From an optimization exercise on the open Yosys and OpenROAD flow, aimed at small area, a short achievable clock period and few clock cycles; shortcuts taken in it are not production practice.
RTL that was checked went through simulation tests only; none was proved equivalent to the original.
The clock port is modelled as an ideal driver, which makes a skipped or thinned clock tree look cheaper than it is; a real chip needs a root buffer or a tree.
Power is estimated from default activity; no workload was simulated.

Setup of MS:
==> module S_Axi_Lite, before the edit <==
module S_Axi_Lite #(
    parameter integer P_S_AXI_DATA_WIDTH = 32,
    parameter integer P_S_AXI_ADDR_WIDTH = 4
)
(
    input  wire                                S_AXI_ACLK,
    input  wire                                S_AXI_ARESETN,
    input  wire [P_S_AXI_ADDR_WIDTH-1 : 0]     S_AXI_AWADDR,
    input  wire [2 : 0]                        S_AXI_AWPROT,
    input  wire                                S_AXI_AWVALID,
    output wire                                S_AXI_AWREADY,
    input  wire [P_S_AXI_DATA_WIDTH-1 : 0]     S_AXI_WDATA,
    input  wire [(P_S_AXI_DATA_WIDTH/8)-1 : 0] S_AXI_WSTRB,
    input  wire                                S_AXI_WVALID,
    output wire                                S_AXI_WREADY,
    output wire [1 : 0]                        S_AXI_BRESP,
    output wire                                S_AXI_BVALID,
    input  wire                                S_AXI_BREADY,
    input  wire [P_S_AXI_ADDR_WIDTH-1 : 0]     S_AXI_ARADDR,
    input  wire [2 : 0]                        S_AXI_ARPROT,
    input  wire                                S_AXI_ARVALID,
    output wire                                S_AXI_ARREADY,
    output wire [P_S_AXI_DATA_WIDTH-1 : 0]     S_AXI_RDATA,
    output wire [1 : 0]                        S_AXI_RRESP,
    output wire                                S_AXI_RVALID,
    input  wire                                S_AXI_RREADY
);
localparam integer DW = P_S_AXI_DATA_WIDTH;
reg       wq_v0;
reg [3:0] wq_h0;
reg [1:0] wq_a1;
reg       r_bvalid, b2;
reg       r_awready, r_wready;
wire wq_v1 = ~r_awready;
wire aw_hs = S_AXI_AWVALID & r_awready;
wire w_hs  = S_AXI_WVALID  & r_wready;
wire b_hs  = r_bvalid      & S_AXI_BREADY;
wire wq_v0_n = wq_v1 | aw_hs | (wq_v0 & ~w_hs);
wire wq_v1_n = ~w_hs & (wq_v1 | (aw_hs & wq_v0));
wire b1_n    = b2 | w_hs | (r_bvalid & ~b_hs);
wire b2_n    = ~b_hs & (b2 | (r_bvalid & w_hs));
wire wq_ld   = ~wq_v0 | w_hs;              
always @(posedge S_AXI_ACLK) begin
    if (~S_AXI_ARESETN) begin
        wq_v0     <= 1'b0;
        r_awready <= 1'b1;
        r_wready  <= 1'b0;
        r_bvalid  <= 1'b0;
        b2        <= 1'b0;
    end else begin
        wq_v0     <= wq_v0_n;
        r_awready <= ~wq_v1_n;
        r_wready  <= wq_v0_n & ~b2_n;
        r_bvalid  <= b1_n;
        b2        <= b2_n;
    end
end
always @(posedge S_AXI_ACLK) begin
    if (r_awready)
        wq_a1 <= S_AXI_AWADDR[1:0];
    wq_h0 <= ({4{wq_ld}} & (4'b0001 << (wq_v1 ? wq_a1 : S_AXI_AWADDR[1:0]))) |
             ({4{~wq_ld}} & wq_h0);
end
reg [DW-1:0] r_reg0, r_reg1, r_reg2, r_reg3;
reg [3:0]    rv;
wire [3:0] we = {4{w_hs}} & wq_h0;
wire [3:0] rv_n = {4{S_AXI_ARESETN}} & (rv | we);
always @(posedge S_AXI_ACLK)
    rv <= rv_n;
always @(posedge S_AXI_ACLK) begin
    if (we[0]) r_reg0 <= S_AXI_WDATA;
    if (we[1]) r_reg1 <= S_AXI_WDATA;
    if (we[2]) r_reg2 <= S_AXI_WDATA;
    if (we[3]) r_reg3 <= S_AXI_WDATA;
end
reg       rq_v0;
reg [3:0] rq_h0;
reg [1:0] rq_a1;
reg       r_arready, r_rvalid;
reg [DW-1:0] r_rdata;
wire rq_v1 = ~r_arready;
wire ar_hs = S_AXI_ARVALID & r_arready;
wire r_adv = ~r_rvalid | S_AXI_RREADY;    
wire r_mv  = rq_v0 & r_adv;
wire rq_v0_n = rq_v1 | ar_hs | (rq_v0 & ~r_mv);
wire rq_v1_n = ~r_mv & (rq_v1 | (ar_hs & rq_v0));
wire rq_ld   = ~rq_v0 | r_mv;              
always @(posedge S_AXI_ACLK) begin
    if (~S_AXI_ARESETN) begin
        rq_v0     <= 1'b0;
        r_arready <= 1'b1;
        r_rvalid  <= 1'b0;
    end else begin
        rq_v0     <= rq_v0_n;
        r_arready <= ~rq_v1_n;
        r_rvalid  <= r_mv | ~r_adv;
    end
end
always @(posedge S_AXI_ACLK) begin
    if (r_arready)
        rq_a1 <= S_AXI_ARADDR[1:0];
    rq_h0 <= ({4{rq_ld}} & (4'b0001 << (rq_v1 ? rq_a1 : S_AXI_ARADDR[1:0])) & rv_n) |
             ({4{~rq_ld}} & rq_h0);
end
wire [3:0] rsel = rq_h0;
wire [3:0] rld  = rsel & {4{r_adv}};
wire       rhld = ~r_adv;
always @(posedge S_AXI_ACLK) begin
    r_rdata <= ({DW{rld[0]}} & r_reg0) | ({DW{rld[1]}} & r_reg1) |
               ({DW{rld[2]}} & r_reg2) | ({DW{rld[3]}} & r_reg3) |
               ({DW{rhld}}   & r_rdata);
end
assign S_AXI_AWREADY = r_awready;
assign S_AXI_WREADY  = r_wready;
assign S_AXI_BVALID  = r_bvalid;
assign S_AXI_BRESP   = 2'b00;
assign S_AXI_ARREADY = r_arready;
assign S_AXI_RVALID  = r_rvalid;
assign S_AXI_RDATA   = r_rdata;
assign S_AXI_RRESP   = 2'b00;
endmodule
Settings: LEC_CHECK=0, CAP_MARGIN=20, CORE_MARGIN=2, CORE_UTILIZATION=60, SETUP_SLACK_MARGIN=2.45, SLEW_MARGIN=20; clock period 4.0 ns.
standard.sh (not shown) runs the stock make flow with config.mk's settings and CLKGATE_MAP_FILE= SYNTH_SCRIPT=/design/flow/synth_recipe.tcl, a recipe that flattens the netlist after the stock synthesis.
==> flow/flow/run.sh <==
#!/bin/bash
# Own layout flow: the standard synthesis (standard.sh synth, unchanged),
# then the gates between the registers re-mapped for area (remap.sh; registers
# untouched, equivalence checked), then the standard layout steps with
# minimum-size port buffers and a balanced two-level clock tree: the clock
# port drives four buf_16, each driving two buf_12, each feeding an equal
# share of the registers, split by recursive bisection (mytree.tcl).
set -euo pipefail
W=$PWD
F=$W/flow
R=$W/orfs/results/sky130hd/S_Axi_Lite/base
mkdir -p "$W/remap"
bash standard.sh synth > "$W/synth.log" 2>&1
cp "$R/1_2_yosys.v" "$W/remap/std_synth.v"
bash "$F/remap.sh" "$W/remap/std_synth.v" "$W/remap/remapped.v" "$W/remap" > "$W/remap.log" 2>&1
cp "$W/remap/remapped.v" "$R/1_2_yosys.v"
rm -f "$R/1_synth.odb" "$R/1_synth.sdc"
export BUFFER_PORTS_ARGS="-buffer_cell sky130_fd_sc_hd__buf_1"
export PRE_CTS_TCL="$F/pre_cts.tcl"
bash standard.sh > "$W/layout.log" 2>&1
Other scripts of this flow, unchanged in this note and not shown: flow/flow/mytree.tcl, flow/flow/pre_cts.tcl, flow/flow/remap.sh, flow/flow/scripts.abc
What PW does differently from MS at the input level:
--- a/flow/design.v
+++ b/flow/design.v
@@ -63,19 +63,22 @@
 end
 reg [DW-1:0] r_reg0, r_reg1, r_reg2, r_reg3;
 reg [3:0]    rv;
 wire [3:0] we = {4{w_hs}} & wq_h0;
-wire [3:0] rv_n = {4{S_AXI_ARESETN}} & (rv | we);
-always @(posedge S_AXI_ACLK)
-    rv <= rv_n;
+always @(posedge S_AXI_ACLK) begin
+    if (~S_AXI_ARESETN)
+        rv <= 4'd0;
+    else
+        rv <= rv | we;
+end
 always @(posedge S_AXI_ACLK) begin
     if (we[0]) r_reg0 <= S_AXI_WDATA;
     if (we[1]) r_reg1 <= S_AXI_WDATA;
     if (we[2]) r_reg2 <= S_AXI_WDATA;
     if (we[3]) r_reg3 <= S_AXI_WDATA;
 end
 reg       rq_v0;
-reg [3:0] rq_h0;
+reg [3:0] rq_h0;                           
 reg [1:0] rq_a1;
 reg       r_arready, r_rvalid;
 reg [DW-1:0] r_rdata;
 wire rq_v1 = ~r_arready;
@@ -98,12 +101,12 @@
 end
 always @(posedge S_AXI_ACLK) begin
     if (r_arready)
         rq_a1 <= S_AXI_ARADDR[1:0];
-    rq_h0 <= ({4{rq_ld}} & (4'b0001 << (rq_v1 ? rq_a1 : S_AXI_ARADDR[1:0])) & rv_n) |
+    rq_h0 <= ({4{rq_ld}} & (4'b0001 << (rq_v1 ? rq_a1 : S_AXI_ARADDR[1:0]))) |
              ({4{~rq_ld}} & rq_h0);
 end
-wire [3:0] rsel = rq_h0;
+wire [3:0] rsel = rv & rq_h0;
 wire [3:0] rld  = rsel & {4{r_adv}};
 wire       rhld = ~r_adv;
 always @(posedge S_AXI_ACLK) begin
     r_rdata <= ({DW{rld[0]}} & r_reg0) | ({DW{rld[1]}} & r_reg1) |
Results
Against MS, PW reports a standby leakage power that is lower.
For the flip-flop and latch area, PW came in 0.77% higher than MS did.
Run comparison: PW slowest cell on the critical path sky130_fd_sc_hd__dfxtp_1; MS slowest cell on the critical path sky130_fd_sc_hd__a32o_1
The least setup slack across all paths after layout in PW was higher than what MS gave.
Looking only at final weighted congestion in routability-driven placement, and setting everything else aside, the higher value of PW and MS goes to MS.
Changes observed in PW relative to MS: total wire length after detailed routing -about 5%, final core utilization now smaller.
Testbench counts of PW, summed over its fixed seeds: cycles 784.
No functional check of the RTL was part of MS. No run of this note takes its clock network from TritonCTS; it comes from the design's own scripts or RTL.

-- re-timing with driven ports --
The results above use ideal ports. As a check the final layouts listed here were re-extracted and re-timed, cells and wires unchanged. Step 1, drivers: a clkbuf_16 drives S_AXI_ACLK and a buf_2 each remaining input, both assumed. Step 2, shift: input delay + t, output delay - t, t = (earliest + latest rising clock arrival at the registers) / 2. This alone moves slack from input paths to output paths. Slacks: no drivers / after step 1 / after step 2; pairs: no drivers / after step 1.
| run | t, ns | setup slack, ns | worst hold slack (ns) | worst slew at a driven data input, ns |
|---|---|---|---|---|
| MS | 0.334 | 2.456 / 2.370 / 2.192 | 0.446 / 0.446 / 0.446 | 0.05 |
| PW | 0.336 | 2.475 / 2.367 / 2.244 | 0.484 / 0.484 / 0.484 | 0.05 |
After both steps setup and hold are still met in every run listed. For MS, which loses most, drivers alone change the setup slack by -0.086 ns; drivers and shift together by -0.264 ns.
